Background: an optimization exercise with open tools, aiming at small area and a short achievable clock period. Do not read the settings as production practice.
At most, simulation tests tie the RTL to the original design; equivalence was not proved.
For runs 2 to 4, only the layout was checked, not whether the RTL still works.
Power and IR drop assume default switching activity.

$ cat flow/design.v
`timescale 1ns/1ps
module fp_mult (
    input  logic        clk,
    input  logic        load,
    input  logic        first,
    input  logic        store,
    input  logic [31:0] a,
    input  logic [31:0] b,
    output logic [31:0] result
);
    logic        sgn;        
    logic [7:0]  exp_a, exp_b;
    logic [22:0] man_a;
    logic [23:0] man_b;      
    logic        nz_b;       
    always @(posedge clk) begin
        if (load) begin
            sgn   <= a[31] ^ b[31];
            exp_a <= a[30:23];
            exp_b <= b[30:23];
            man_a <= a[22:0];
            man_b <= {1'b1, b[22:0]};
        end
        else begin
            man_b <= man_b >> 5;
        end
    end
    logic [4:0] digit;
    assign digit = man_b[4:0];
    always @(posedge clk)
        nz_b <= (first ? 1'b0 : nz_b) | (load ? |digit[2:0] : |digit);
    logic [25:0] acc_s, acc_c;
    logic        acc_e;
    logic [25:0] x;
    assign x = {1'b1, man_a, 2'b00};
    logic [25:0] ns, nc;
    logic        ne;
    fp_mult_step step (.x(x),
                       .d(digit),
                       .s(first ? 26'd0 : acc_s),
                       .c(first ? 26'd0 : acc_c),
                       .e(acc_e & ~first),
                       .ns(ns),
                       .nc(nc),
                       .ne(ne));
    always @(posedge clk) begin
        acc_s <= ns;
        acc_c <= nc;
        acc_e <= ne;
    end
    logic [7:0] e2;
    logic       s2, z2, e2_ff, e2_fe, e2_00;
    logic [7:0] e2n;
    assign e2n = exp_a + exp_b + 8'd129;
    always @(posedge clk) begin
        e2    <= e2n;
        e2_ff <= (e2n == 8'hFF);
        e2_fe <= (e2n == 8'hFE);
        e2_00 <= (e2n == 8'h00);
        s2    <= sgn;
        z2    <= (exp_a == 8'd0 && man_a == 23'd0) ||
                 (exp_b == 8'd0 && !nz_b && digit[2:0] == 3'd0);
    end
    logic [25:0] p;
    assign p = acc_s + acc_c + {25'd0, acc_e};
    logic [7:0]  e3;
    logic [22:0] m3;
    logic        ovf, unf;
    assign e3  = p[24] ? e2 + 8'd1 : e2;
    assign m3  = p[24] ? p[23:1] : p[22:0];
    assign ovf = p[24] ? e2_fe : e2_ff;
    assign unf = p[24] ? e2_ff : e2_00;
    always @(posedge clk) begin
        if (store) begin
            if (z2)
                result <= 32'd0;
            else if (ovf)
                result <= {s2, 8'hFF, 23'd0};
            else if (unf)
                result <= {s2, 8'h00, 23'd0};
            else
                result <= {s2, e3, m3};
        end
    end
endmodule
module fp_mult_step (
    input  logic [25:0] x,
    input  logic [4:0]  d,
    input  logic [25:0] s,
    input  logic [25:0] c,
    input  logic        e,
    output logic [25:0] ns,
    output logic [25:0] nc,
    output logic        ne
);
    logic [25:0] pp0;
    assign pp0 = x & {26{d[0]}};
    logic [25:0] pp1;
    assign pp1 = x & {26{d[1]}};
    logic [25:0] pp2;
    assign pp2 = x & {26{d[2]}};
    logic [25:0] pp3;
    assign pp3 = x & {26{d[3]}};
    logic [25:0] pp4;
    assign pp4 = x & {26{d[4]}};
    logic hs1;
    logic hc2;
    logic fs3;
    logic fc4;
    logic fs5;
    logic fc6;
    logic fs7;
    logic fc8;
    logic fs9;
    logic fc10;
    logic fs11;
    logic fc12;
    logic fs13;
    logic fc14;
    logic fs15;
    logic fc16;
    logic fs17;
    logic fc18;
    logic fs19;
    logic fc20;
    logic fs21;
    logic fc22;
    logic fs23;
    logic fc24;
    logic fs25;
    logic fc26;
    logic fs27;
    logic fc28;
    logic fs29;
    logic fc30;
    logic fs31;
    logic fc32;
    logic fs33;
    logic fc34;
    logic fs35;
    logic fc36;
    logic fs37;
    logic fc38;
    logic fs39;
    logic fc40;
    logic hs41;
    logic hc42;
    logic fs43;
    logic fc44;
    logic hs45;
    logic hc46;
    logic fs47;
    logic fc48;
    logic fs49;
    logic fc50;
    logic fs51;
    logic fc52;
    logic fs53;
    logic fc54;
    logic fs55;
    logic fc56;
    logic fs57;
    logic fc58;
    logic fs59;
    logic fc60;
    logic fs61;
    logic fc62;
    logic fs63;
    logic fc64;
    logic fs65;
    logic fc66;
    logic fs67;
    logic fc68;
    logic fs69;
    logic fc70;
    logic fs71;
    logic fc72;
    logic fs73;
    logic fc74;
    logic fs75;
    logic fc76;
    logic fs77;
    logic fc78;
    logic fs79;
    logic fc80;
    logic fs81;
    logic fc82;
    logic fs83;
    logic fc84;
    logic fs85;
    logic fc86;
    logic fs87;
    logic fc88;
    logic fs89;
    logic fc90;
    logic fs91;
    logic fc92;
    logic fs93;
    logic fc94;
    logic fs95;
    logic fc96;
    logic fs97;
    logic fc98;
    logic fs99;
    logic fc100;
    logic fs101;
    logic fc102;
    logic fs103;
    logic fc104;
    logic fs105;
    logic fc106;
    logic fs107;
    logic fc108;
    logic fs109;
    logic fc110;
    logic fs111;
    logic fc112;
    logic fs113;
    logic fc114;
    logic fs115;
    logic fc116;
    logic fs117;
    logic fc118;
    logic fs119;
    logic fc120;
    logic fs121;
    logic fc122;
    logic fs123;
    logic fc124;
    logic fs125;
    logic fc126;
    logic fs127;
    logic fc128;
    logic hs129;
    logic hc130;
    logic hs131;
    logic hc132;
    logic hs133;
    logic hc134;
    logic fs135;
    logic fc136;
    logic fs137;
    logic fc138;
    logic fs139;
    logic fc140;
    logic fs141;
    logic fc142;
    logic fs143;
    logic fc144;
    logic fs145;
    logic fc146;
    logic fs147;
    logic fc148;
    logic fs149;
    logic fc150;
    logic fs151;
    logic fc152;
    logic fs153;
    logic fc154;
    logic fs155;
    logic fc156;
    logic fs157;
    logic fc158;
    logic fs159;
    logic fc160;
    logic fs161;
    logic fc162;
    logic fs163;
    logic fc164;
    logic fs165;
    logic fc166;
    logic fs167;
    logic fc168;
    logic fs169;
    logic fc170;
    logic fs171;
    logic fc172;
    logic fs173;
    logic fc174;
    logic fs175;
    logic fc176;
    logic fs177;
    logic fc178;
    logic fs179;
    logic fc180;
    logic fs181;
    logic fc182;
    logic hs183;
    logic hc184;
    logic hs185;
    logic hc186;
    logic hs187;
    logic hc188;
    logic fs189;
    logic fc190;
    logic fs191;
    logic fc192;
    logic fs193;
    logic fc194;
    logic fs195;
    logic fc196;
    logic fs197;
    logic fc198;
    logic fs199;
    logic fc200;
    logic fs201;
    logic fc202;
    logic fs203;
    logic fc204;
    logic fs205;
    logic fc206;
    logic fs207;
    logic fc208;
    logic fs209;
    logic fc210;
    logic fs211;
    logic fc212;
    logic fs213;
    logic fc214;
    logic fs215;
    logic fc216;
    logic fs217;
    logic fc218;
    logic fs219;
    logic fc220;
    logic fs221;
    logic fc222;
    logic fs223;
    logic fc224;
    logic fs225;
    logic fc226;
    logic fs227;
    logic fc228;
    logic fs229;
    logic fc230;
    logic fs231;
    logic fc232;
    logic fs233;
    logic fc234;
    logic fs235;
    logic fc236;
    logic fs237;
    logic fc238;
    logic fs239;
    logic fc240;
    logic fs241;
    logic fc242;
    logic hs243;
    logic hc244;
    logic hs245;
    logic hc246;
    logic fs247;
    logic fc248;
    logic fs249;
    logic fc250;
    logic fs251;
    logic fc252;
    logic fs253;
    logic fc254;
    assign hs1 = s[6] ^ c[6];
    assign hc2 = s[6] & c[6];
    assign fs3 = s[7] ^ c[7] ^ pp0[7];
    assign fc4 = (s[7] & c[7]) | (s[7] & pp0[7]) | (c[7] & pp0[7]);
    assign fs5 = s[8] ^ c[8] ^ pp0[8];
    assign fc6 = (s[8] & c[8]) | (s[8] & pp0[8]) | (c[8] & pp0[8]);
    assign fs7 = s[9] ^ c[9] ^ pp0[9];
    assign fc8 = (s[9] & c[9]) | (s[9] & pp0[9]) | (c[9] & pp0[9]);
    assign fs9 = s[10] ^ c[10] ^ pp0[10];
    assign fc10 = (s[10] & c[10]) | (s[10] & pp0[10]) | (c[10] & pp0[10]);
    assign fs11 = s[11] ^ c[11] ^ pp0[11];
    assign fc12 = (s[11] & c[11]) | (s[11] & pp0[11]) | (c[11] & pp0[11]);
    assign fs13 = s[12] ^ c[12] ^ pp0[12];
    assign fc14 = (s[12] & c[12]) | (s[12] & pp0[12]) | (c[12] & pp0[12]);
    assign fs15 = s[13] ^ c[13] ^ pp0[13];
    assign fc16 = (s[13] & c[13]) | (s[13] & pp0[13]) | (c[13] & pp0[13]);
    assign fs17 = s[14] ^ c[14] ^ pp0[14];
    assign fc18 = (s[14] & c[14]) | (s[14] & pp0[14]) | (c[14] & pp0[14]);
    assign fs19 = s[15] ^ c[15] ^ pp0[15];
    assign fc20 = (s[15] & c[15]) | (s[15] & pp0[15]) | (c[15] & pp0[15]);
    assign fs21 = s[16] ^ c[16] ^ pp0[16];
    assign fc22 = (s[16] & c[16]) | (s[16] & pp0[16]) | (c[16] & pp0[16]);
    assign fs23 = s[17] ^ c[17] ^ pp0[17];
    assign fc24 = (s[17] & c[17]) | (s[17] & pp0[17]) | (c[17] & pp0[17]);
    assign fs25 = s[18] ^ c[18] ^ pp0[18];
    assign fc26 = (s[18] & c[18]) | (s[18] & pp0[18]) | (c[18] & pp0[18]);
    assign fs27 = s[19] ^ c[19] ^ pp0[19];
    assign fc28 = (s[19] & c[19]) | (s[19] & pp0[19]) | (c[19] & pp0[19]);
    assign fs29 = s[20] ^ c[20] ^ pp0[20];
    assign fc30 = (s[20] & c[20]) | (s[20] & pp0[20]) | (c[20] & pp0[20]);
    assign fs31 = s[21] ^ c[21] ^ pp0[21];
    assign fc32 = (s[21] & c[21]) | (s[21] & pp0[21]) | (c[21] & pp0[21]);
    assign fs33 = s[22] ^ c[22] ^ pp0[22];
    assign fc34 = (s[22] & c[22]) | (s[22] & pp0[22]) | (c[22] & pp0[22]);
    assign fs35 = s[23] ^ c[23] ^ pp0[23];
    assign fc36 = (s[23] & c[23]) | (s[23] & pp0[23]) | (c[23] & pp0[23]);
    assign fs37 = s[24] ^ c[24] ^ pp0[24];
    assign fc38 = (s[24] & c[24]) | (s[24] & pp0[24]) | (c[24] & pp0[24]);
    assign fs39 = s[25] ^ c[25] ^ pp0[25];
    assign fc40 = (s[25] & c[25]) | (s[25] & pp0[25]) | (c[25] & pp0[25]);
    assign hs41 = s[4] ^ c[4];
    assign hc42 = s[4] & c[4];
    assign fs43 = s[5] ^ c[5] ^ pp0[5];
    assign fc44 = (s[5] & c[5]) | (s[5] & pp0[5]) | (c[5] & pp0[5]);
    assign hs45 = pp1[4] ^ pp2[3];
    assign hc46 = pp1[4] & pp2[3];
    assign fs47 = hs1 ^ pp0[6] ^ pp1[5];
    assign fc48 = (hs1 & pp0[6]) | (hs1 & pp1[5]) | (pp0[6] & pp1[5]);
    assign fs49 = pp2[4] ^ pp3[3] ^ pp4[2];
    assign fc50 = (pp2[4] & pp3[3]) | (pp2[4] & pp4[2]) | (pp3[3] & pp4[2]);
    assign fs51 = fs3 ^ pp1[6] ^ pp2[5];
    assign fc52 = (fs3 & pp1[6]) | (fs3 & pp2[5]) | (pp1[6] & pp2[5]);
    assign fs53 = pp3[4] ^ pp4[3] ^ hc2;
    assign fc54 = (pp3[4] & pp4[3]) | (pp3[4] & hc2) | (pp4[3] & hc2);
    assign fs55 = fs5 ^ pp1[7] ^ pp2[6];
    assign fc56 = (fs5 & pp1[7]) | (fs5 & pp2[6]) | (pp1[7] & pp2[6]);
    assign fs57 = pp3[5] ^ pp4[4] ^ fc4;
    assign fc58 = (pp3[5] & pp4[4]) | (pp3[5] & fc4) | (pp4[4] & fc4);
    assign fs59 = fs7 ^ pp1[8] ^ pp2[7];
    assign fc60 = (fs7 & pp1[8]) | (fs7 & pp2[7]) | (pp1[8] & pp2[7]);
    assign fs61 = pp3[6] ^ pp4[5] ^ fc6;
    assign fc62 = (pp3[6] & pp4[5]) | (pp3[6] & fc6) | (pp4[5] & fc6);
    assign fs63 = fs9 ^ pp1[9] ^ pp2[8];
    assign fc64 = (fs9 & pp1[9]) | (fs9 & pp2[8]) | (pp1[9] & pp2[8]);
    assign fs65 = pp3[7] ^ pp4[6] ^ fc8;
    assign fc66 = (pp3[7] & pp4[6]) | (pp3[7] & fc8) | (pp4[6] & fc8);
    assign fs67 = fs11 ^ pp1[10] ^ pp2[9];
    assign fc68 = (fs11 & pp1[10]) | (fs11 & pp2[9]) | (pp1[10] & pp2[9]);
    assign fs69 = pp3[8] ^ pp4[7] ^ fc10;
    assign fc70 = (pp3[8] & pp4[7]) | (pp3[8] & fc10) | (pp4[7] & fc10);
    assign fs71 = fs13 ^ pp1[11] ^ pp2[10];
    assign fc72 = (fs13 & pp1[11]) | (fs13 & pp2[10]) | (pp1[11] & pp2[10]);
    assign fs73 = pp3[9] ^ pp4[8] ^ fc12;
    assign fc74 = (pp3[9] & pp4[8]) | (pp3[9] & fc12) | (pp4[8] & fc12);
    assign fs75 = fs15 ^ pp1[12] ^ pp2[11];
    assign fc76 = (fs15 & pp1[12]) | (fs15 & pp2[11]) | (pp1[12] & pp2[11]);
    assign fs77 = pp3[10] ^ pp4[9] ^ fc14;
    assign fc78 = (pp3[10] & pp4[9]) | (pp3[10] & fc14) | (pp4[9] & fc14);
    assign fs79 = fs17 ^ pp1[13] ^ pp2[12];
    assign fc80 = (fs17 & pp1[13]) | (fs17 & pp2[12]) | (pp1[13] & pp2[12]);
    assign fs81 = pp3[11] ^ pp4[10] ^ fc16;
    assign fc82 = (pp3[11] & pp4[10]) | (pp3[11] & fc16) | (pp4[10] & fc16);
    assign fs83 = fs19 ^ pp1[14] ^ pp2[13];
    assign fc84 = (fs19 & pp1[14]) | (fs19 & pp2[13]) | (pp1[14] & pp2[13]);
    assign fs85 = pp3[12] ^ pp4[11] ^ fc18;
    assign fc86 = (pp3[12] & pp4[11]) | (pp3[12] & fc18) | (pp4[11] & fc18);
    assign fs87 = fs21 ^ pp1[15] ^ pp2[14];
    assign fc88 = (fs21 & pp1[15]) | (fs21 & pp2[14]) | (pp1[15] & pp2[14]);
    assign fs89 = pp3[13] ^ pp4[12] ^ fc20;
    assign fc90 = (pp3[13] & pp4[12]) | (pp3[13] & fc20) | (pp4[12] & fc20);
    assign fs91 = fs23 ^ pp1[16] ^ pp2[15];
    assign fc92 = (fs23 & pp1[16]) | (fs23 & pp2[15]) | (pp1[16] & pp2[15]);
    assign fs93 = pp3[14] ^ pp4[13] ^ fc22;
    assign fc94 = (pp3[14] & pp4[13]) | (pp3[14] & fc22) | (pp4[13] & fc22);
    assign fs95 = fs25 ^ pp1[17] ^ pp2[16];
    assign fc96 = (fs25 & pp1[17]) | (fs25 & pp2[16]) | (pp1[17] & pp2[16]);
    assign fs97 = pp3[15] ^ pp4[14] ^ fc24;
    assign fc98 = (pp3[15] & pp4[14]) | (pp3[15] & fc24) | (pp4[14] & fc24);
    assign fs99 = fs27 ^ pp1[18] ^ pp2[17];
    assign fc100 = (fs27 & pp1[18]) | (fs27 & pp2[17]) | (pp1[18] & pp2[17]);
    assign fs101 = pp3[16] ^ pp4[15] ^ fc26;
    assign fc102 = (pp3[16] & pp4[15]) | (pp3[16] & fc26) | (pp4[15] & fc26);
    assign fs103 = fs29 ^ pp1[19] ^ pp2[18];
    assign fc104 = (fs29 & pp1[19]) | (fs29 & pp2[18]) | (pp1[19] & pp2[18]);
    assign fs105 = pp3[17] ^ pp4[16] ^ fc28;
    assign fc106 = (pp3[17] & pp4[16]) | (pp3[17] & fc28) | (pp4[16] & fc28);
    assign fs107 = fs31 ^ pp1[20] ^ pp2[19];
    assign fc108 = (fs31 & pp1[20]) | (fs31 & pp2[19]) | (pp1[20] & pp2[19]);
    assign fs109 = pp3[18] ^ pp4[17] ^ fc30;
    assign fc110 = (pp3[18] & pp4[17]) | (pp3[18] & fc30) | (pp4[17] & fc30);
    assign fs111 = fs33 ^ pp1[21] ^ pp2[20];
    assign fc112 = (fs33 & pp1[21]) | (fs33 & pp2[20]) | (pp1[21] & pp2[20]);
    assign fs113 = pp3[19] ^ pp4[18] ^ fc32;
    assign fc114 = (pp3[19] & pp4[18]) | (pp3[19] & fc32) | (pp4[18] & fc32);
    assign fs115 = fs35 ^ pp1[22] ^ pp2[21];
    assign fc116 = (fs35 & pp1[22]) | (fs35 & pp2[21]) | (pp1[22] & pp2[21]);
    assign fs117 = pp3[20] ^ pp4[19] ^ fc34;
    assign fc118 = (pp3[20] & pp4[19]) | (pp3[20] & fc34) | (pp4[19] & fc34);
    assign fs119 = fs37 ^ pp1[23] ^ pp2[22];
    assign fc120 = (fs37 & pp1[23]) | (fs37 & pp2[22]) | (pp1[23] & pp2[22]);
    assign fs121 = pp3[21] ^ pp4[20] ^ fc36;
    assign fc122 = (pp3[21] & pp4[20]) | (pp3[21] & fc36) | (pp4[20] & fc36);
    assign fs123 = fs39 ^ pp1[24] ^ pp2[23];
    assign fc124 = (fs39 & pp1[24]) | (fs39 & pp2[23]) | (pp1[24] & pp2[23]);
    assign fs125 = pp3[22] ^ pp4[21] ^ fc38;
    assign fc126 = (pp3[22] & pp4[21]) | (pp3[22] & fc38) | (pp4[21] & fc38);
    assign fs127 = pp1[25] ^ pp2[24] ^ pp3[23];
    assign fc128 = (pp1[25] & pp2[24]) | (pp1[25] & pp3[23]) | (pp2[24] & pp3[23]);
    assign hs129 = pp4[22] ^ fc40;
    assign hc130 = pp4[22] & fc40;
    assign hs131 = pp2[25] ^ pp3[24];
    assign hc132 = pp2[25] & pp3[24];
    assign hs133 = s[3] ^ c[3];
    assign hc134 = s[3] & c[3];
    assign fs135 = hs41 ^ pp0[4] ^ pp1[3];
    assign fc136 = (hs41 & pp0[4]) | (hs41 & pp1[3]) | (pp0[4] & pp1[3]);
    assign fs137 = fs43 ^ hs45 ^ pp3[2];
    assign fc138 = (fs43 & hs45) | (fs43 & pp3[2]) | (hs45 & pp3[2]);
    assign fs139 = fs47 ^ fs49 ^ fc44;
    assign fc140 = (fs47 & fs49) | (fs47 & fc44) | (fs49 & fc44);
    assign fs141 = fs51 ^ fs53 ^ fc48;
    assign fc142 = (fs51 & fs53) | (fs51 & fc48) | (fs53 & fc48);
    assign fs143 = fs55 ^ fs57 ^ fc52;
    assign fc144 = (fs55 & fs57) | (fs55 & fc52) | (fs57 & fc52);
    assign fs145 = fs59 ^ fs61 ^ fc56;
    assign fc146 = (fs59 & fs61) | (fs59 & fc56) | (fs61 & fc56);
    assign fs147 = fs63 ^ fs65 ^ fc60;
    assign fc148 = (fs63 & fs65) | (fs63 & fc60) | (fs65 & fc60);
    assign fs149 = fs67 ^ fs69 ^ fc64;
    assign fc150 = (fs67 & fs69) | (fs67 & fc64) | (fs69 & fc64);
    assign fs151 = fs71 ^ fs73 ^ fc68;
    assign fc152 = (fs71 & fs73) | (fs71 & fc68) | (fs73 & fc68);
    assign fs153 = fs75 ^ fs77 ^ fc72;
    assign fc154 = (fs75 & fs77) | (fs75 & fc72) | (fs77 & fc72);
    assign fs155 = fs79 ^ fs81 ^ fc76;
    assign fc156 = (fs79 & fs81) | (fs79 & fc76) | (fs81 & fc76);
    assign fs157 = fs83 ^ fs85 ^ fc80;
    assign fc158 = (fs83 & fs85) | (fs83 & fc80) | (fs85 & fc80);
    assign fs159 = fs87 ^ fs89 ^ fc84;
    assign fc160 = (fs87 & fs89) | (fs87 & fc84) | (fs89 & fc84);
    assign fs161 = fs91 ^ fs93 ^ fc88;
    assign fc162 = (fs91 & fs93) | (fs91 & fc88) | (fs93 & fc88);
    assign fs163 = fs95 ^ fs97 ^ fc92;
    assign fc164 = (fs95 & fs97) | (fs95 & fc92) | (fs97 & fc92);
    assign fs165 = fs99 ^ fs101 ^ fc96;
    assign fc166 = (fs99 & fs101) | (fs99 & fc96) | (fs101 & fc96);
    assign fs167 = fs103 ^ fs105 ^ fc100;
    assign fc168 = (fs103 & fs105) | (fs103 & fc100) | (fs105 & fc100);
    assign fs169 = fs107 ^ fs109 ^ fc104;
    assign fc170 = (fs107 & fs109) | (fs107 & fc104) | (fs109 & fc104);
    assign fs171 = fs111 ^ fs113 ^ fc108;
    assign fc172 = (fs111 & fs113) | (fs111 & fc108) | (fs113 & fc108);
    assign fs173 = fs115 ^ fs117 ^ fc112;
    assign fc174 = (fs115 & fs117) | (fs115 & fc112) | (fs117 & fc112);
    assign fs175 = fs119 ^ fs121 ^ fc116;
    assign fc176 = (fs119 & fs121) | (fs119 & fc116) | (fs121 & fc116);
    assign fs177 = fs123 ^ fs125 ^ fc120;
    assign fc178 = (fs123 & fs125) | (fs123 & fc120) | (fs125 & fc120);
    assign fs179 = fs127 ^ hs129 ^ fc124;
    assign fc180 = (fs127 & hs129) | (fs127 & fc124) | (hs129 & fc124);
    assign fs181 = hs131 ^ pp4[23] ^ fc128;
    assign fc182 = (hs131 & pp4[23]) | (hs131 & fc128) | (pp4[23] & fc128);
    assign hs183 = pp3[25] ^ pp4[24];
    assign hc184 = pp3[25] & pp4[24];
    assign hs185 = s[0] ^ c[0];
    assign hc186 = s[0] & c[0];
    assign hs187 = s[1] ^ c[1];
    assign hc188 = s[1] & c[1];
    assign fs189 = s[2] ^ c[2] ^ pp0[2];
    assign fc190 = (s[2] & c[2]) | (s[2] & pp0[2]) | (c[2] & pp0[2]);
    assign fs191 = hs133 ^ pp0[3] ^ pp1[2];
    assign fc192 = (hs133 & pp0[3]) | (hs133 & pp1[2]) | (pp0[3] & pp1[2]);
    assign fs193 = fs135 ^ pp2[2] ^ hc134;
    assign fc194 = (fs135 & pp2[2]) | (fs135 & hc134) | (pp2[2] & hc134);
    assign fs195 = fs137 ^ hc42 ^ fc136;
    assign fc196 = (fs137 & hc42) | (fs137 & fc136) | (hc42 & fc136);
    assign fs197 = fs139 ^ hc46 ^ fc138;
    assign fc198 = (fs139 & hc46) | (fs139 & fc138) | (hc46 & fc138);
    assign fs199 = fs141 ^ fc50 ^ fc140;
    assign fc200 = (fs141 & fc50) | (fs141 & fc140) | (fc50 & fc140);
    assign fs201 = fs143 ^ fc54 ^ fc142;
    assign fc202 = (fs143 & fc54) | (fs143 & fc142) | (fc54 & fc142);
    assign fs203 = fs145 ^ fc58 ^ fc144;
    assign fc204 = (fs145 & fc58) | (fs145 & fc144) | (fc58 & fc144);
    assign fs205 = fs147 ^ fc62 ^ fc146;
    assign fc206 = (fs147 & fc62) | (fs147 & fc146) | (fc62 & fc146);
    assign fs207 = fs149 ^ fc66 ^ fc148;
    assign fc208 = (fs149 & fc66) | (fs149 & fc148) | (fc66 & fc148);
    assign fs209 = fs151 ^ fc70 ^ fc150;
    assign fc210 = (fs151 & fc70) | (fs151 & fc150) | (fc70 & fc150);
    assign fs211 = fs153 ^ fc74 ^ fc152;
    assign fc212 = (fs153 & fc74) | (fs153 & fc152) | (fc74 & fc152);
    assign fs213 = fs155 ^ fc78 ^ fc154;
    assign fc214 = (fs155 & fc78) | (fs155 & fc154) | (fc78 & fc154);
    assign fs215 = fs157 ^ fc82 ^ fc156;
    assign fc216 = (fs157 & fc82) | (fs157 & fc156) | (fc82 & fc156);
    assign fs217 = fs159 ^ fc86 ^ fc158;
    assign fc218 = (fs159 & fc86) | (fs159 & fc158) | (fc86 & fc158);
    assign fs219 = fs161 ^ fc90 ^ fc160;
    assign fc220 = (fs161 & fc90) | (fs161 & fc160) | (fc90 & fc160);
    assign fs221 = fs163 ^ fc94 ^ fc162;
    assign fc222 = (fs163 & fc94) | (fs163 & fc162) | (fc94 & fc162);
    assign fs223 = fs165 ^ fc98 ^ fc164;
    assign fc224 = (fs165 & fc98) | (fs165 & fc164) | (fc98 & fc164);
    assign fs225 = fs167 ^ fc102 ^ fc166;
    assign fc226 = (fs167 & fc102) | (fs167 & fc166) | (fc102 & fc166);
    assign fs227 = fs169 ^ fc106 ^ fc168;
    assign fc228 = (fs169 & fc106) | (fs169 & fc168) | (fc106 & fc168);
    assign fs229 = fs171 ^ fc110 ^ fc170;
    assign fc230 = (fs171 & fc110) | (fs171 & fc170) | (fc110 & fc170);
    assign fs231 = fs173 ^ fc114 ^ fc172;
    assign fc232 = (fs173 & fc114) | (fs173 & fc172) | (fc114 & fc172);
    assign fs233 = fs175 ^ fc118 ^ fc174;
    assign fc234 = (fs175 & fc118) | (fs175 & fc174) | (fc118 & fc174);
    assign fs235 = fs177 ^ fc122 ^ fc176;
    assign fc236 = (fs177 & fc122) | (fs177 & fc176) | (fc122 & fc176);
    assign fs237 = fs179 ^ fc126 ^ fc178;
    assign fc238 = (fs179 & fc126) | (fs179 & fc178) | (fc126 & fc178);
    assign fs239 = fs181 ^ hc130 ^ fc180;
    assign fc240 = (fs181 & hc130) | (fs181 & fc180) | (hc130 & fc180);
    assign fs241 = hs183 ^ hc132 ^ fc182;
    assign fc242 = (hs183 & hc132) | (hs183 & fc182) | (hc132 & fc182);
    assign hs243 = pp4[25] ^ hc184;
    assign hc244 = pp4[25] & hc184;
    assign hs245 = hs185 ^ e;
    assign hc246 = hs185 & e;
    assign fs247 = hs187 ^ hc186 ^ hc246;
    assign fc248 = (hs187 & hc186) | (hs187 & hc246) | (hc186 & hc246);
    assign fs249 = fs189 ^ hc188 ^ fc248;
    assign fc250 = (fs189 & hc188) | (fs189 & fc248) | (hc188 & fc248);
    assign fs251 = fs191 ^ fc190 ^ fc250;
    assign fc252 = (fs191 & fc190) | (fs191 & fc250) | (fc190 & fc250);
    assign fs253 = fs193 ^ fc192 ^ fc252;
    assign fc254 = (fs193 & fc192) | (fs193 & fc252) | (fc192 & fc252);
    assign ns[0] = fs195;
    assign nc[0] = fc194;
    assign ns[1] = fs197;
    assign nc[1] = fc196;
    assign ns[2] = fs199;
    assign nc[2] = fc198;
    assign ns[3] = fs201;
    assign nc[3] = fc200;
    assign ns[4] = fs203;
    assign nc[4] = fc202;
    assign ns[5] = fs205;
    assign nc[5] = fc204;
    assign ns[6] = fs207;
    assign nc[6] = fc206;
    assign ns[7] = fs209;
    assign nc[7] = fc208;
    assign ns[8] = fs211;
    assign nc[8] = fc210;
    assign ns[9] = fs213;
    assign nc[9] = fc212;
    assign ns[10] = fs215;
    assign nc[10] = fc214;
    assign ns[11] = fs217;
    assign nc[11] = fc216;
    assign ns[12] = fs219;
    assign nc[12] = fc218;
    assign ns[13] = fs221;
    assign nc[13] = fc220;
    assign ns[14] = fs223;
    assign nc[14] = fc222;
    assign ns[15] = fs225;
    assign nc[15] = fc224;
    assign ns[16] = fs227;
    assign nc[16] = fc226;
    assign ns[17] = fs229;
    assign nc[17] = fc228;
    assign ns[18] = fs231;
    assign nc[18] = fc230;
    assign ns[19] = fs233;
    assign nc[19] = fc232;
    assign ns[20] = fs235;
    assign nc[20] = fc234;
    assign ns[21] = fs237;
    assign nc[21] = fc236;
    assign ns[22] = fs239;
    assign nc[22] = fc238;
    assign ns[23] = fs241;
    assign nc[23] = fc240;
    assign ns[24] = hs243;
    assign nc[24] = fc242;
    assign ns[25] = hc244;
    assign nc[25] = 1'b0;
    assign ne = fc254;
endmodule
`timescale 1ns/1ps
module fp_add (
    input  logic        clk,
    input  logic        rst,
    input  logic        add,
    input  logic        update,
    input  logic        run,
    input  logic [31:0] b,
    output logic [31:0] sum
);
    logic [31:0] a;
    assign a = sum;
    logic za, zb;
    always @(posedge clk) begin
        za <= (a[30:0] == 31'd0);
        zb <= (b[30:23] == 8'd0);
    end
    logic       swap;
    logic [4:0] shamt;
    logic [8:0] diff;
    logic [7:0] mag;
    assign diff = {1'b0, a[30:23]} - {1'b0, b[30:23]};
    assign mag  = diff[8] ? -diff[7:0] : diff[7:0];
    always @(posedge clk) begin
        swap  <= diff[8];
        shamt <= (mag[7:5] != 3'd0) ? 5'd31 : mag[4:0];
    end
    logic [23:0] man_a, man_b, major, minor;
    assign man_a = {~za, a[22:0]};
    assign man_b = {~zb, b[22:0]};
    logic        larger;     
    logic        s_sgn;
    logic [7:0]  s_exp;
    logic [24:0] s_man;
    always @(posedge clk) begin
        major <= swap ? man_b : man_a;
        minor <= (swap ? man_a : man_b) >> shamt;
        if (add) begin
            s_sgn <= (za && zb) ? 1'b0 : (larger ? a[31] : b[31]);
            s_exp <= swap ? b[30:23] : a[30:23];
        end
    end
    always @(posedge clk)
        s_man <= {1'b0, major} + {1'b0, minor};
    always @(posedge clk or negedge rst) begin
        if (!rst)
            larger <= 1'b0;
        else if (add && run)
            larger <= (a[30:0] > b[30:0]);
    end
    logic norm;
    assign norm = s_man[24] && !s_man[23] && (s_exp != 8'd0);
    always @(posedge clk or negedge rst) begin
        if (!rst)
            sum <= 32'd0;
        else if (update)
            sum <= {s_sgn, s_exp + {7'd0, norm}, norm ? s_man[23:1] : s_man[22:0]};
    end
endmodule
`timescale 1ns/1ps
module PE (
    input clk,
    input rst,
    input logic [31:0] PE_in_a,
    input logic [31:0] PE_in_b,
    output logic [31:0] PE_out_r
);
    logic [4:0] pm;      
    logic [5:0] pa;      
    logic       run;     
    always @(posedge clk or negedge rst) begin
        if (!rst) begin
            pm  <= 5'b00001;
            pa  <= 6'b000001;
            run <= 1'b0;
        end
        else begin
            pm <= {pm[3:0], pm[4]};
            pa <= {pa[4:0], pa[5]};
            if (pa[5])
                run <= 1'b1;
        end
    end
    logic [31:0] prod;
    fp_mult uut_1 (.clk(clk),
                   .load(pm[0]),
                   .first(pm[1]),
                   .store(pm[1] & ~pa[2]),
                   .a(PE_in_a),
                   .b(PE_in_b),
                   .result(prod));
    fp_add uut_2 (.clk(clk),
                  .rst(rst),
                  .add(pa[3]),
                  .update(pa[5] & run),
                  .run(run),
                  .b(prod),
                  .sum(PE_out_r));
endmodule
$ cat flow/flow/run.sh
#!/bin/bash
set -euo pipefail
bash standard.sh finish SETUP_SLACK_MARGIN=8.5 "BUFFER_PORTS_ARGS=-buffer_cell sky130_fd_sc_hd__buf_2" > flow.log 2>&1
$ cat flow/standard.sh
#!/bin/bash
# synth_recipe.tcl (not shown) runs the flow's synth.tcl, then flattens the netlist and writes it again
# the make line also repeats each setting of config.mk as NAME=value (left out here)
make -C /OpenROAD-flow-scripts/flow DESIGN_CONFIG=/design/flow/config.mk WORK_HOME=/design/flow/orfs CLKGATE_MAP_FILE= SYNTH_SCRIPT=/design/flow/synth_recipe.tcl "${@:-finish}"
$ cat flow/config.mk
export PLATFORM = sky130hd
export DESIGN_NAME = PE
export DESIGN_NICKNAME = PE
export VERILOG_FILES = /design/flow/design.v
export SDC_FILE = /design/flow/constraint.sdc
export NUM_CORES = 4
export LEC_CHECK = 0
export CAP_MARGIN = 20
export CORE_MARGIN = 2
export CORE_UTILIZATION = 40
export SLEW_MARGIN = 20
$ cat flow/constraint.sdc
create_clock -name core_clock -period 12.0 [get_ports {clk}]
set_input_delay 2.4000 -clock core_clock [delete_from_list [all_inputs] [get_ports {clk}]]
set_output_delay 2.4000 -clock core_clock [all_outputs]
set_load 0.01 [all_outputs]
==> results of run 1 <==
## logic make-up after synthesis
group | Yosys count
buffers and inverters | 261
AOI/OAI and AO/OA | 274
adders and majority gates | 227
muxes | 134
DFF | 297
and+or+nand+nor | 507
xor gates and xnor gates | 63
## routing by layer
| layer | up-vias | wire, microns | part of all wire, % |
|---|---|---|---|
| li1 | 6236 | - | - |
| met1 | 6126 | 18400 | 46 |
| met2 | 214 | 19200 | 48 |
| met3 | 71 | 1330 | 3.3 |
| met4 | 0 | 1140 | 2.8 |
| met5 | - | 0 | 0 |
## worst max-delay path, cell delays in order, from the launching register on
cell and delay (ns):
dfrtp_1 0.37, buf_6 0.14, buf_6 0.12
## power by group
group	internal (uW)	switching (uW)	leakage, uW	total, uW
logic	7.64	5.99	0.00643	13.6
registers	1030	0	0.00275	1030
clock network	576	423	0.000525	999
## stage by stage
stage / total power (uW) / util, % / setup slack, ns / hold slack (ns)
after detailed placement: 1060 / 42.8 / 8.25 / 0.334
after CTS: 2070 / 45.9 / 8.40 / 0.347
final: 2040 / 46.3 / 8.44 / 0.344
after global routing: 2110 / 46.3 / 8.39 / 0.359
after floorplan: 1050 / - / 8.81 / 0.323
after global placement: 1060 / 42.8 / 8.27 / 0.330
## final cells by class
type / instances / area (sq um) / share of cell area, %
clock inverter: 16 / 95.1 / 0.454
inverter: 200 / 751 / 3.58
multi-input combinational: 1207 / 10300 / 49.4
timing repair buffer: 140 / 997 / 4.76
sequential: 297 / 7020 / 33.5
tap: 600 / 751 / 3.58
clock buffer: 46 / 978 / 4.67
## cells in the mapped netlist (all sizes together), types with 15 or more instances
master  instances  area, sq um
a211oi         15          113
a21o           36          270
a21oi          92          464
and2           84          526
buf            16         83.8
clkbuf         45          169
dfrtp          43         1080
dfxtp         171         3420
edfxtp         81         2430
fa            116         2320
ha            107         1340
inv           200          751
mux2           60          676
mux2i          52          521
mux4           22          495
nand2         113          424
nand3          24          130
nand4          19          125
nor2          117          447
nor2b          64          400
nor3           20          100
nor4           24          171
o21ai          63          323
xnor2          42          375
xor2           21          184
## how the worst max path moves through the flow
stage                            endpoint  slack (ns)  depth (start not counted)
after CTS                     PE_out_r[7]        8.40                          2
after floorplan            uut_1.acc_s[2]        8.81                          9
final                         PE_out_r[7]        8.44                          2
after global routing          PE_out_r[7]        8.39                          2
after global placement    uut_1.result[0]        8.27                         13
after detailed placement  uut_1.result[5]        8.25                         13
## sequential cells by signal, indices dropped and copies added, names as in the netlist, 6 cells and up
register,cells
uut_2.minor,24
uut_1.e2,8
uut_2.s_man,25
uut_1.result,32
pa,6
uut_1.acc_c,25
uut_1.exp_a,8
uut_2.s_exp,8
uut_1.man_a,23
uut_1.exp_b,8
uut_2.sum,32
uut_1.acc_s,26
uut_1.man_b,24
uut_2.major,24
## what timing repair did
action,CTS,global route
pin swaps,0,2
gates cloned,0,2
endpoints found under the setup margin,53,87
gates resized for setup,37,23
hold buffers,0,0
buffers inserted,32,4
==> flow_summary.yaml, run 1 <==
status:
  status: "complete, no violations"
floorplanning:
  fp.dieArea_sq_um: 47400
  die-height_microns: 218
  core_sq_um: 45200
  die_x_microns: 218
  start_util_pct: 40.4
  ios: 98
  row_count: 78
clocking:
  cts.root.buffer_cell: "clkbuf_16"
  cts_buffers: 35
  cts.clk_slew.worst_paths_ns: 0.06
  h-tree-depth: 2
  clkSinkCount: 297
  cts_buffer_depth: 3
  clk_latency_ns: 0.55
  cts_tree: "done"
hold_path:
  hp-class: "register to register"
  hold_path_startpoint: "uut_1.sgn"
  min_delay_path_depth: 0
  min_to: "uut_1.s2"
yosys:
  avgSynthCellArea_sq_um: 10.4
  syn_area_sq_um: 18300
  synth-compound-area-share_pct: 9.46
  ys_warn_count: 3
  synth_top_family_by_area: "adder cells"
  synth_xor_area_share_pct: 3.06
  synthesis.nets: 2052
  ys_seq_elements: 297
  async_reset_ff_share_pct: 15.2
  synth_edf_count: 81
  yosys.area_share.simple_pct: 14.3
  synth_fa_ha_area_share_pct: 20.3
  netlist_instances: 1763
  synthDistinctLibCells: 72
  ys.flop_type: "dfxtp_1"
  ys_seq_area_share_pct: 38.2
  synth.area.mux_share_pct: 9.26
critical_path:
  crit_type: "register to output pin"
  critPathLaunch: "uut_2.sum[7]"
  cp.arrival_ns: 1.16
  r2r_cells: 14
  r2r-start: "uut_1.acc_e"
  required_ns: 9.60
  rrSetupSlack_ns: 8.71
  cp-start-kind: "register"
  crit_fanout: 2
  cp-end-kind: "output pin"
  timing.rr.end: "uut_1.result[30]"
timing:
  finalCritPeriodShare_pct: 29.7
  maxSlewHeadroom_pct: 28.5
  tightest_slew_ns: 1.07
  setup_viol: 0
  hold_viol: 0
  period_needed_ns: 3.56
  skew_ns: 0.0282
  fin_tns_setup_ns: 0
  final_max_slew_viol_count: 0
  max_freq_ghz: 0.281
  rsz0062_at_grt: "true"
grt:
  antenna_found_initial: 0
  grtUsageMet1_pct: 22.2
  grt_pass1_wl_microns: 66000
  global_route.overflow_total: 0
  grt_use_met2_pct: 29.7
  top_usage_layer: "met2"
  grt_pass1_vias: 13080
  use_met3_pct: 3.29
  groute.usage.overall_pct: 17.4
  grt_max_degree: 67
detailed_routing:
  vias: 12647
  via_per_inst: 5.05
  finalWirelength_microns: 40100
  drc: 0
  detail_route.iter0.violations: 600
  antenna_left: 0
  wl_per_cell_microns: 16.0
  drtPass1Iterations: 5
placed_design:
  portBuffers: 97
  dp_hpwl_microns: 29900
  postPlaceCellArea_sq_um: 19300
  gp_congestion: 0.892
  placed_cells: 2406
layout:
  area_delta_synth_final_pct: 14.6
  final_nets: 2170
  fillers: 4186
  diodes: 0
  stdcell_count: 2506
  layout-drive-gt1-share_pct: 17.7
  design_area_sq_um: 20900
  final_common_cell: "inv_1"
  most-common-layout-cells: "200 x inv_1, 167 x dfxtp_1, 116 x nor2_1, 116 x fa_1, 113 x nand2_1"
run:
  maxCapViolations: 0
power:
  powerDensity_nw_per_um2: 97.4
  peakVddDrop_uv: 88.7
  leakagePower_uw: 0.00970
==> run 2: changes to the inputs <==
--- a/flow/design.v
+++ b/flow/design.v
@@ -51,10 +51,5 @@
     logic [7:0] e2;
-    logic       s2, z2, e2_ff, e2_fe, e2_00;
-    logic [7:0] e2n;
-    assign e2n = exp_a + exp_b + 8'd129;
+    logic       s2, z2;
     always @(posedge clk) begin
-        e2    <= e2n;
-        e2_ff <= (e2n == 8'hFF);
-        e2_fe <= (e2n == 8'hFE);
-        e2_00 <= (e2n == 8'h00);
+        e2    <= exp_a + exp_b + 8'd129;
         s2    <= sgn;
@@ -70,4 +65,4 @@
     assign m3  = p[24] ? p[23:1] : p[22:0];
-    assign ovf = p[24] ? e2_fe : e2_ff;
-    assign unf = p[24] ? e2_ff : e2_00;
+    assign ovf = p[24] ? (e2 == 8'hFE) : (e2 == 8'hFF);
+    assign unf = p[24] ? (e2 == 8'hFF) : (e2 == 8'h00);
     always @(posedge clk) begin
@@ -680,6 +675,8 @@
     logic za, zb;
-    always @(posedge clk) begin
+    always @(posedge clk)
         za <= (a[30:0] == 31'd0);
-        zb <= (b[30:23] == 8'd0);
-    end
+    assign zb = (b[30:23] == 8'd0);
+    logic [23:0] man_a, man_b;
+    assign man_a = {~za, a[22:0]};
+    assign man_b = {~zb, b[22:0]};
     logic       swap;
@@ -688,11 +685,12 @@
     logic [7:0] mag;
-    assign diff = {1'b0, a[30:23]} - {1'b0, b[30:23]};
-    assign mag  = diff[8] ? -diff[7:0] : diff[7:0];
+    assign diff  = {1'b0, a[30:23]} - {1'b0, b[30:23]};
+    assign swap  = diff[8];
+    assign mag   = swap ? -diff[7:0] : diff[7:0];
+    assign shamt = (mag[7:5] != 3'd0) ? 5'd31 : mag[4:0];
+    logic        swap_r;
+    logic [23:0] minor;
     always @(posedge clk) begin
-        swap  <= diff[8];
-        shamt <= (mag[7:5] != 3'd0) ? 5'd31 : mag[4:0];
+        swap_r <= swap;
+        minor  <= (swap ? man_a : man_b) >> shamt;
     end
-    logic [23:0] man_a, man_b, major, minor;
-    assign man_a = {~za, a[22:0]};
-    assign man_b = {~zb, b[22:0]};
     logic        larger;     
@@ -702,11 +700,8 @@
     always @(posedge clk) begin
-        major <= swap ? man_b : man_a;
-        minor <= (swap ? man_a : man_b) >> shamt;
         if (add) begin
             s_sgn <= (za && zb) ? 1'b0 : (larger ? a[31] : b[31]);
-            s_exp <= swap ? b[30:23] : a[30:23];
+            s_exp <= swap_r ? b[30:23] : a[30:23];
+            s_man <= {1'b0, swap_r ? man_b : man_a} + {1'b0, minor};
         end
     end
-    always @(posedge clk)
-        s_man <= {1'b0, major} + {1'b0, minor};
     always @(posedge clk or negedge rst) begin
@@ -715,3 +710,3 @@
         else if (add && run)
-            larger <= (a[30:0] > b[30:0]);
+            larger <= !swap && (diff[7:0] != 8'd0 || a[22:0] > b[22:0]);
     end
==> flow_summary.yaml, run 2 <==
status:
  status: "complete, no violations"
critical_path:
  required_ns: 12.51
  cp-start-kind: "register"
  rrSetupSlack_ns: 7.98
  r2r_cells: 16
  worst_path_max_delay_cell: "mux4_2"
  cp-end-kind: "register"
  r2r-start: "uut_2.sum[23]"
  max_stage_delay_ns: 0.46
  critPathLaunch: "uut_2.sum[23]"
  path_depth: 16
  cp_num_buf_inv: 3
  timing.rr.end: "uut_2.minor[1]"
  crit_end: "uut_2.minor[1]"
  crit_fanout: 8
  crit_type: "register to register"
  cpLargestDelayFamily: "simple AND/OR/NAND/NOR gates"
  cp.arrival_ns: 4.54
  path_cells: "inv_2 > ha_4 > inv_2 > fa_2 > a211oi_4 > nor2_2 > xor2_1 > or3_4 > or3_4 > a32oi_4 > buf_12 > nor2_4 > mux2i_1 > mux2_4 > mux4_2 > o211ai_1"
layout:
  most-common-layout-cells: "187 x inv_1, 150 x nand2_1, 112 x fa_1, 109 x buf_4, 108 x dfxtp_1"
  final_nets: 2299
  reg_top3: "uut_1.result (32), uut_2.sum (32), uut_1.acc_s (26)"
  final_common_cell: "inv_1"
  diodes: 0
  area_delta_synth_final_pct: 27.9
  design_area_sq_um: 22900
  layout-drive-gt1-share_pct: 29.1
yosys:
  yosys.area_share.simple_pct: 14.2
  synth.top_cell.area_share_pct: 17.8
  ys_seq_area_share_pct: 36.7
  ys_warn_count: 3
  netlist_instances: 1783
  synth_edf_count: 106
  synthesis.nets: 2073
  synthDistinctLibCells: 72
  ys.flop_type: "dfxtp_1"
  avgSynthCellArea_sq_um: 10.0
  yosysMostFrequentCell: "inv_1"
  synth_fa_ha_area_share_pct: 20.7
  yosys.area.top_type: "edfxtp_1"
  synth_top_family_by_area: "adder cells"
  synthTopCellsByArea: "edfxtp_1 18%, fa_1 13%, dfxtp_1 13%, ha_1 7.5%, dfrtp_1 6.0%"
  synth.area.mux_share_pct: 8.08
  syn_area_sq_um: 17900
  synth_common_cells: "194 x inv_1, 164 x nand2_1, 135 x nor2_1, 116 x fa_1, 113 x dfxtp_1"
  async_reset_ff_share_pct: 17.0
  synth_xor_area_share_pct: 3.23
  ys_seq_elements: 264
  synth-compound-area-share_pct: 11.5
placed_design:
  dp_hpwl_microns: 33300
  gp_congestion: 0.853
  portBuffers: 97
  postPlaceCellArea_sq_um: 19100
floorplanning:
  row_count: 77
  die-height_microns: 216
  die_x_microns: 216
  fp.dieArea_sq_um: 46500
  ios: 98
  core_sq_um: 44200
  start_util_pct: 40.5
clocking:
  cts.root.buffer_cell: "clkbuf_16"
  cts_buffer_depth: 3
  cts_buffers: 31
  cts.clk_slew.worst_paths_ns: 0.06
  clkSinkCount: 264
  clk_latency_ns: 0.60
  cts_tree: "done"
  h-tree-depth: 1
  hold_buffers: 0
detailed_routing:
  drtPass1Iterations: 5
  drc: 0
  finalWirelength_microns: 47800
  antenna_left: 0
  routed.top_layer: "met4"
  met1Wirelength_microns: 20800
  detail_route.iter0.violations: 878
  wl_per_cell_microns: 18.2
  wl_met3_microns: 2680
  met2_length_microns: 22800
  via_per_inst: 5.27
  vias: 13827
timing:
  fin_tns_setup_ns: 0
  finalCritPeriodShare_pct: 33.5
  setup_viol: 0
  period_needed_ns: 4.02
  final_max_slew_viol_count: 0
  maxSlewHeadroom_pct: 24.8
  hold_viol: 0
  skew_ns: 0.0148
  tightest_slew_ns: 1.13
  max_freq_ghz: 0.249
  rsz0062_at_grt: "true"
power:
  sequentialPowerShare_pct: 45.1
  peakVddDrop_uv: 119
  power_switching_share_pct: 20.3
  p_sw_uw: 420
  comb_power_share_pct: 0.7
  p_int_uw: 1640
  leakagePower_uw: 0.0102
  powerDensity_nw_per_um2: 90.0
  power_frac_clock_pct: 54.2
grt:
  grt_pass1_vias: 14280
  grt_pass1_wl_microns: 76200
  global_route.overflow_total: 0
  groute.usage.overall_pct: 20.4
  grt_max_degree: 67
  antenna_found_initial: 0
run:
  maxCapViolations: 0
hold_path:
  hp-class: "register to register"
-- run 2: changes by cell type after synthesis, moves of 14 or more --
cell / before / now
nand2_1: 113 / 164
and2_1: 84 / 42
mux4_2: 22 / 8
edfxtp_1: 81 / 106
a22oi_1: 1 / 18
nor2_1: 116 / 135
dfxtp_1: 171 / 113
-- run 2: worst min path at each step --
stage | start | slack (ns) | end | depth (start not counted)
2_1_floorplan | uut_1.sgn | 0.32 | uut_1.s2 | 0
3_3_place_gp | uut_1.sgn | 0.33 | uut_1.s2 | 0
3_5_place_dp | uut_1.sgn | 0.33 | uut_1.s2 | 0
4_1_cts | uut_1.sgn | 0.34 | uut_1.s2 | 0
5_1_grt | pa[1] | 0.36 | pa[2] | 0
6_report | uut_1.sgn | 0.34 | uut_1.s2 | 0
-- run 2: cells by family after synthesis --
| logic type | count (synthesis) |
|---|---|
| simple gates | 527 |
| fa+ha+maj | 228 |
| flops | 264 |
| buf+inv | 256 |
| compound gates | 315 |
| xor+xnor | 66 |
| mux | 127 |
-- run 2: per-layer routing --
metal  vias up  GRT usage, %
li1       6613             -
met3        94          3.68
met1      6746          26.7
met2       374          34.3
met5         -             0
met4         0          6.02
-- run 2: repair_timing --
action                                  CTS  global route
gates cloned                             12             3
gates resized for setup                 222           108
endpoints found under the setup margin   96           113
setup buffers                            99            37
hold endpoints to repair                  0             0
pin swaps                                60            91
-- run 2: metrics by stage --
stage | util (%) | worst slack [ns] | std cells | power, uW | hold WS [ns]
floorplan | - | 8.04 | 1783 | 949 | 0.323
global placement | 43.1 | 7.22 | 2417 | 963 | 0.327
detailed placement | 43.1 | 7.13 | 2417 | 963 | 0.330
CTS | 49.9 | 8.03 | 2586 | 2090 | 0.344
global route | 51.8 | 7.87 | 2626 | 2120 | 0.358
finish | 51.8 | 7.98 | 2626 | 2060 | 0.340
-- run 2: power by group through the flow --
stage	clock network [uW]	logic (uW)	registers (uW)
global route	1180	15.6	929
detailed placement	0	14.1	949
global placement	0	13.7	949
floorplan	0	0.248	949
CTS	1140	14.1	930
finish	1120	13.7	930
-- run 2: cell type report --
cell class	instances	area, sq um
inverters	194	732
flip-flops and latches	264	6620
repair inverters	1	5.00
clock inverters	23	404
clock buffers	35	811
well taps	592	741
multi-input cells	1270	11400
repair buffers	247	2140
fillers	3925	21300
==> run 3: changes to the inputs <==
--- a/flow/design.v
+++ b/flow/design.v
@@ -11,6 +11,6 @@
     logic        sgn;        
-    logic [7:0]  exp_a, exp_b;
+    logic [7:0]  exp_s;      
+    logic        zero;       
     logic [22:0] man_a;
     logic [23:0] man_b;      
-    logic        nz_b;       
     always @(posedge clk) begin
@@ -18,4 +18,4 @@
             sgn   <= a[31] ^ b[31];
-            exp_a <= a[30:23];
-            exp_b <= b[30:23];
+            exp_s <= a[30:23] + b[30:23] + 8'd129;
+            zero  <= (a[30:0] == 31'd0) || (b[30:0] == 31'd0);
             man_a <= a[22:0];
@@ -29,4 +29,2 @@
     assign digit = man_b[4:0];
-    always @(posedge clk)
-        nz_b <= (first ? 1'b0 : nz_b) | (load ? |digit[2:0] : |digit);
     logic [25:0] acc_s, acc_c;
@@ -53,6 +51,5 @@
     always @(posedge clk) begin
-        e2    <= exp_a + exp_b + 8'd129;
-        s2    <= sgn;
-        z2    <= (exp_a == 8'd0 && man_a == 23'd0) ||
-                 (exp_b == 8'd0 && !nz_b && digit[2:0] == 3'd0);
+        e2 <= exp_s;
+        s2 <= sgn;
+        z2 <= zero;
     end
==> flow_summary.yaml, run 3 <==
yosys:
  synth_fa_ha_area_share_pct: 20.9
  synth_top_family_by_area: "adder cells"
  synth_edf_count: 99
  ys_seq_area_share_pct: 35.7
  ys_seq_elements: 256
  synthesis.nets: 2081
  synth.top_cell.area_share_pct: 16.7
  synth_common_cells: "189 x inv_1, 159 x nand2_1, 116 x fa_1, 112 x dfxtp_1, 112 x nor2_1"
  yosys.area.top_type: "edfxtp_1"
  avgSynthCellArea_sq_um: 9.93
  async_reset_ff_share_pct: 17.6
  ys.flop_type: "dfxtp_1"
  yosysMostFrequentCell: "inv_1"
  netlist_instances: 1791
  synthDistinctLibCells: 78
  synth_xor_area_share_pct: 3.64
  ys_warn_count: 3
  synthTopCellsByArea: "edfxtp_1 17%, fa_1 13%, dfxtp_1 13%, ha_1 7.6%, dfrtp_1 6.1%"
  yosys.area_share.simple_pct: 14.5
  synth.area.mux_share_pct: 8.03
  syn_area_sq_um: 17800
  synth-compound-area-share_pct: 11.9
critical_path:
  r2r_cells: 20
  cpLargestDelayFamily: "compound AO/OA/AOI/OAI gates"
  path_cells: "inv_2 > ha_4 > inv_2 > fa_2 > a211oi_4 > nor2_2 > or3_4 > a2111oi_4 > buf_4 > nor3_4 > o211ai_1 > buf_4 > buf_4 > buf_12 > nand2_1 > nand3_1 > o21ai_4 > o211ai_1 > buf_4 > o211ai_1"
  cp_num_buf_inv: 7
  max_stage_delay_ns: 0.38
  cp-end-kind: "register"
  worst_path_max_delay_cell: "dfrtp_1"
  cp-start-kind: "register"
  cpMostUsedCell: "buf_4"
  path_depth: 20
  cp.arrival_ns: 4.65
  crit_type: "register to register"
  required_ns: 12.47
  crit_fanout: 7
layout:
  fillers: 3970
  stdcell_count: 2653
  multi_input_area_sq_um: 11500
  layout-drive-gt1-share_pct: 29.1
  final_nets: 2326
  reg_top3: "uut_1.result (32), uut_2.sum (32), uut_1.acc_s (26)"
  diodes: 0
  regArea_sq_um: 6380
  final_util_pct: 51.7
  area_delta_synth_final_pct: 28.0
  final_common_cell: "inv_1"
  most-common-layout-cells: "177 x inv_1, 154 x nand2_1, 116 x buf_4, 111 x fa_1, 109 x dfxtp_1"
grt:
  groute.usage.overall_pct: 21.3
  grt_pass1_wl_microns: 78700
  global_route.overflow_total: 0
  antenna_found_initial: 0
  grt_pass1_vias: 14297
  grt_max_degree: 63
hold_path:
  hp-class: "register to register"
  min_delay_path_depth: 0
clocking:
  clkSinkCount: 256
  hold_buffers: 0
  clk_latency_ns: 0.61
  cts_tree: "done"
  cts_buffer_depth: 3
  cts_buffers: 31
  cts.root.buffer_cell: "clkbuf_16"
  cts.clk_slew.worst_paths_ns: 0.06
  h-tree-depth: 1
placed_design:
  portBuffers: 97
  gp_congestion: 0.884
  dp_hpwl_microns: 34400
  placed_cells: 2431
detailed_routing:
  vias: 14061
  detail_route.iter0.violations: 837
  drc: 0
  finalWirelength_microns: 49600
  wl_per_cell_microns: 18.7
  via_per_inst: 5.30
  antenna_left: 0
  drtPass1Iterations: 7
timing:
  period_needed_ns: 4.18
  hold_slack_ns: 0.336
  skew_ns: 0.0191
  max_freq_ghz: 0.239
  finalCritPeriodShare_pct: 34.8
  hold_viol: 0
  setup_viol: 0
  maxSlewHeadroom_pct: 30.8
  tightest_slew_ns: 1.04
  final_max_slew_viol_count: 0
  rsz0062_at_grt: "true"
  fin_tns_setup_ns: 0
floorplanning:
  row_count: 77
  die-height_microns: 215
  start_util_pct: 40.4
  fp.dieArea_sq_um: 46200
  core_sq_um: 44000
  die_x_microns: 215
  ios: 98
run:
  maxCapViolations: 0
power:
  leakagePower_uw: 0.0105
  total_power_uw: 1910
  peakVddDrop_uv: 112
  powerDensity_nw_per_um2: 84.0
status:
  status: "complete, no violations"
[run 3: cell types whose count changed after synthesis, sizes merged, moves of 12 or more]
cell / previous run / this run
o22ai: 18 / 6
nor2: 136 / 112
o21ai: 54 / 78
a211oi: 26 / 6
nor3: 23 / 41
a22oi: 18 / 3
mux2i: 59 / 73
[run 3: through the flow]
| stage | worst slack (ns) | instance area, sq um |
|---|---|---|
| floorplan | 8.00 | 18100 |
| global placement | 7.10 | 19100 |
| finish | 7.82 | 22800 |
| CTS | 7.93 | 22200 |
| detailed placement | 7.08 | 19100 |
| global route | 7.69 | 22800 |
[run 3: worst paths after layout]
| check | startpoint | end | slack [ns] |
|---|---|---|---|
| min in group asynchronous | rst | uut_2.sum[21] | 1.92 |
| max in group asynchronous | rst | uut_2.sum[28] | 9.61 |
| worst max-delay path | uut_2.sum[23] | uut_2.minor[0] | 7.82 |
| worst min-delay path | uut_1.exp_s[0] | uut_1.e2[0] | 0.34 |
| worst max register to register | uut_2.sum[23] | uut_2.minor[0] | 7.82 |
| worst min register to register | uut_1.exp_s[0] | uut_1.e2[0] | 0.34 |
[run 3: worst register-to-register path: stages, from the launching register on]
cell and delay, ns:
dfrtp_1 0.38, inv_2 0.09, ha_4 0.13, inv_2 0.04, fa_2 0.38, a211oi_4 0.32
nor2_2 0.10, or3_4 0.36, a2111oi_4 0.32, buf_4 0.18, nor3_4 0.05, o211ai_1 0.32
buf_4 0.18, buf_4 0.13, buf_12 0.13, nand2_1 0.05, nand3_1 0.13, o21ai_4 0.12
o211ai_1 0.37, buf_4 0.19, o211ai_1 0.08
[run 3: logic make-up (layout without fill, tap and decap cells)]
logic type	Yosys count	in the layout
buffers and inverters	252	518
and+or+nand+nor	528	528
DFF	256	256
AOI/OAI and AO/OA	322	326
xor gates and xnor gates	74	74
muxes	131	131
adders and majority gates	228	228
[run 3: report_power, final]
part	total, uW	internal, uW	leakage [uW]	switching [uW]
sequential	902	902	0.00244	0
clock	966	574	0.000528	392
combinational	44.7	22.6	0.00759	22.1
total	1910	1500	0.0105	415
[run 3: area by class of cell]
cell class              instances  share of cell area [%]
clock inverters                22                    1.02
repair buffers                271                    10.6
well taps                     592                    3.25
inverters                     189                    3.14
clock buffers                  36                    3.58
flip-flops and latches        256                    28.0
multi-input cells            1287                    50.3
[run 3: what timing repair did]
| item | CTS | global route |
|---|---|---|
| setup endpoints to repair | 99 | 106 |
| pin swaps | 92 | 75 |
| setup buffers | 120 | 30 |
| gates resized for setup | 219 | 98 |
| gates cloned | 12 | 1 |
[run 3: per-layer routing]
| layer | part of all wire (%) | wire (microns) | vias to the layer above | global-route usage [%] |
|---|---|---|---|---|
| met3 | 5.4 | 2690 | 101 | 2.99 |
| li1 | - | - | 6670 | - |
| met1 | 44 | 21700 | 6886 | 28.6 |
| met5 | 0 | 0 | - | 0 |
| met4 | 3.3 | 1620 | 0 | 6.69 |
| met2 | 48 | 23600 | 404 | 35.5 |
==> run 4: changes to the inputs <==
--- a/flow/design.v
+++ b/flow/design.v
@@ -678,10 +678,12 @@
     assign man_b = {~zb, b[22:0]};
-    logic       swap;
-    logic [4:0] shamt;
     logic [8:0] diff;
     logic [7:0] mag;
-    assign diff  = {1'b0, a[30:23]} - {1'b0, b[30:23]};
-    assign swap  = diff[8];
-    assign mag   = swap ? -diff[7:0] : diff[7:0];
-    assign shamt = (mag[7:5] != 3'd0) ? 5'd31 : mag[4:0];
+    assign diff = {1'b0, a[30:23]} - {1'b0, b[30:23]};
+    assign mag  = diff[8] ? -diff[7:0] : diff[7:0];
+    logic       swap;
+    logic [4:0] shamt;
+    always @(posedge clk) begin
+        swap  <= diff[8];
+        shamt <= (mag[7:5] != 3'd0) ? 5'd31 : mag[4:0];
+    end
     logic        swap_r;
@@ -707,3 +709,3 @@
         else if (add && run)
-            larger <= !swap && (diff[7:0] != 8'd0 || a[22:0] > b[22:0]);
+            larger <= !diff[8] && (diff[7:0] != 8'd0 || a[22:0] > b[22:0]);
     end
@@ -752,3 +754,3 @@
                   .rst(rst),
-                  .add(pa[3]),
+                  .add((pa[4] & ~pm[2]) | (pa[3] & pm[1])),
                   .update(pa[5] & run),
==> flow_summary.yaml, run 4 <==
clocking:
  cts_tree: "done"
  clkSinkCount: 262
  hold_buffers: 0
  cts_buffers: 30
  h-tree-depth: 1
  cts.clk_slew.worst_paths_ns: 0.06
  cts_buffer_depth: 3
  clk_latency_ns: 0.59
  cts.root.buffer_cell: "clkbuf_16"
timing:
  skew_ns: 0.0328
  finalCritPeriodShare_pct: 29.5
  period_needed_ns: 3.54
  tightest_slew_ns: 1.12
  setup_viol: 0
  maxSlewHeadroom_pct: 25.6
  max_freq_ghz: 0.283
  final_max_slew_viol_count: 0
  fin_tns_setup_ns: 0
  hold_viol: 0
  hold_slack_ns: 0.341
  rsz0062_at_grt: "true"
placed_design:
  portBuffers: 97
  gp_congestion: 0.873
  placed_cells: 2356
  dp_hpwl_microns: 31400
yosys:
  synthTopCellsByArea: "edfxtp_1 17%, dfxtp_1 13%, fa_1 13%, ha_1 7.7%, dfrtp_1 6.1%"
  ys_warn_count: 3
  ys.flop_type: "dfxtp_1"
  avgSynthCellArea_sq_um: 10.1
  ys_seq_elements: 262
  synth_edf_count: 99
  synth.top_cell.area_share_pct: 16.9
  yosysMostFrequentCell: "inv_1"
  async_reset_ff_share_pct: 17.2
  synthDistinctLibCells: 74
  yosys.area.top_type: "edfxtp_1"
  netlist_instances: 1730
  ys_seq_area_share_pct: 36.8
  synthesis.nets: 2020
  synth_common_cells: "191 x inv_1, 136 x nand2_1, 118 x dfxtp_1, 116 x fa_1, 108 x ha_1"
  syn_area_sq_um: 17600
grt:
  grt_max_degree: 63
  grt_pass1_vias: 12906
  antenna_found_initial: 0
  groute.usage.overall_pct: 18.7
  global_route.overflow_total: 0
  grt_pass1_wl_microns: 67600
detailed_routing:
  vias: 12739
  drc: 0
  detail_route.iter0.violations: 839
  antenna_left: 0
  via_per_inst: 5.17
  finalWirelength_microns: 41800
  drtPass1Iterations: 5
  wl_per_cell_microns: 17.0
floorplanning:
  ios: 98
  fp.dieArea_sq_um: 45600
  start_util_pct: 40.7
  die_x_microns: 213
  core_sq_um: 43200
  row_count: 76
  die-height_microns: 213
layout:
  layout-drive-gt1-share_pct: 19.8
  stdcell_count: 2464
  final_common_cell: "inv_1"
  area_delta_synth_final_pct: 17.1
  diodes: 0
  final_util_pct: 47.6
  reg_top3: "uut_1.result (32), uut_2.sum (32), uut_1.acc_s (26)"
  most-common-layout-cells: "184 x inv_1, 136 x nand2_1, 115 x dfxtp_1, 113 x fa_1, 102 x ha_1"
  final_nets: 2145
run:
  maxCapViolations: 0
critical_path:
  cpMostUsedCell: "ha_4"
  cp-end-kind: "register"
  crit_fanout: 2
  worst_path_max_delay_cell: "fa_2"
  required_ns: 12.35
  path_cells: "buf_8 > ha_4 > ha_4 > fa_2 > a21oi_2 > nor2_1 > nor2_2 > o21bai_1 > a21oi_1 > xnor2_1"
  cp-start-kind: "input port"
  crit_type: "input port to register"
  max_stage_delay_ns: 0.37
  cp.arrival_ns: 3.88
power:
  leakagePower_uw: 0.00918
  powerDensity_nw_per_um2: 91.8
  peakVddDrop_uv: 100
  total_power_uw: 1890
hold_path:
  hp-class: "register to register"
status:
  status: "complete, no violations"
-- run 4: cell types whose count changed after synthesis, sizes merged, moves of 12 or more --
cell / delta
o21ai: -23
nor3: -22
nand3: +17
and2: +39
mux4: +12
mux2i: -32
nand2: -23
xnor2: -14
o31ai: +12
-- run 4: stage by stage --
stage	area, sq um	setup slack (ns)
CTS	20300	8.43
global route	20600	8.43
finish	20600	8.46
floorplan	17600	8.00
detailed placement	18700	7.75
global placement	18700	7.80
-- run 4: power by group --
group / internal (uW) / leakage (uW) / switching [uW]
Sequential: 921 / 0.00246 / 0
Combinational: 24.7 / 0.00625 / 22.5
Clock: 534 / 0.000469 / 383
-- run 4: what timing repair did --
item / CTS / global route
endpoints found under the setup margin: 69 / 103
cloned: 1 / 2
setup buffers: 38 / 10
hold endpoints to repair: 0 / 0
gates resized for setup: 82 / 36
pin swaps: 13 / 18
-- run 4: kinds of logic (layout without fill, tap and decap cells) --
family / count (synthesis) / count (layout) / share of synthesized area (%)
AOI/OAI and AO/OA: 296 / 298 / 10.9
adders and majority gates: 228 / 228 / 21.2
DFF: 262 / 262 / 36.8
muxes: 113 / 113 / 7.98
and+or+nand+nor: 517 / 517 / 14.7
xor gates and xnor gates: 58 / 58 / 2.97
buffers and inverters: 256 / 403 / 5.52
-- run 4: area by class of cell --
| cell class | count | area, sq um |
|---|---|---|
| repair buffers | 155 | 1190 |
| inverters | 192 | 721 |
| multi-input cells | 1214 | 10400 |
| flip-flops and latches | 262 | 6510 |
| well taps | 585 | 732 |
| clock buffers | 37 | 787 |
| fillers | 4052 | 22600 |
| clock inverters | 19 | 214 |
-- run 4: routing by layer --
metal / vias up / global-route usage [%] / part of all wire, %
li1: 6204 / - / -
met1: 6174 / 25.3 / 45
met2: 301 / 31.7 / 48
met3: 60 / 2.68 / 4.8
met4: 0 / 4.09 / 2.2
met5: - / 0 / 0
-- run 4: worst max-delay path: cells and delay by family --
family | cells | cell delay (ns)
simple gates | 2 | 0.17
buf+inv | 1 | 0.10
xor+xnor | 1 | 0.09
compound gates | 3 | 0.37
fa+ha+maj | 3 | 0.77
-- run 4: final timing paths --
kind	from	to	slack [ns]	depth (start not counted)
min in group asynchronous	rst	pm[3]	1.82	1
max in group asynchronous	rst	uut_2.sum[10]	9.70	1
max reg2reg	uut_1.acc_s[0]	uut_1.result[26]	8.62	13
min	uut_1.exp_s[0]	uut_1.e2[0]	0.34	0
max	PE_in_b[24]	uut_1.exp_s[7]	8.46	10
min reg2reg	uut_1.exp_s[0]	uut_1.e2[0]	0.34	0

[separate check: timing with driven ports]
In the flow no input, the clock included, has a driving cell. The finished layouts below were timed again as built, in two steps. Step 1: set_driving_cell puts a clkbuf_16 on clk and a buf_2 on each other input, an assumption about the parent block. Step 2 also shifts input and output timing later by t, the mid clock arrival at the registers, as if the neighbouring blocks saw the same clock. Slacks: ideal / step 1 / step 2; pairs: ideal / step 1.
| run | shift t [ns] | setup WS [ns] | worst register clock-pin slew, ns |
|---|---|---|---|
| run 1 | 0.591 | 8.436 / 8.382 / 8.710 | 0.06 / 0.06 |
| run 2 | 0.645 | 7.976 / 7.976 / 7.976 | 0.07 / 0.07 |
| run 3 | 0.647 | 7.823 / 7.823 / 7.809 | 0.07 / 0.07 |
| run 4 | 0.625 | 8.462 / 8.420 / 7.850 | 0.07 / 0.07 |
After both steps every run listed still meets setup and hold. The setup slack of run 4, which loses most, moves by -0.042 ns with the drivers and by -0.612 ns with both steps.
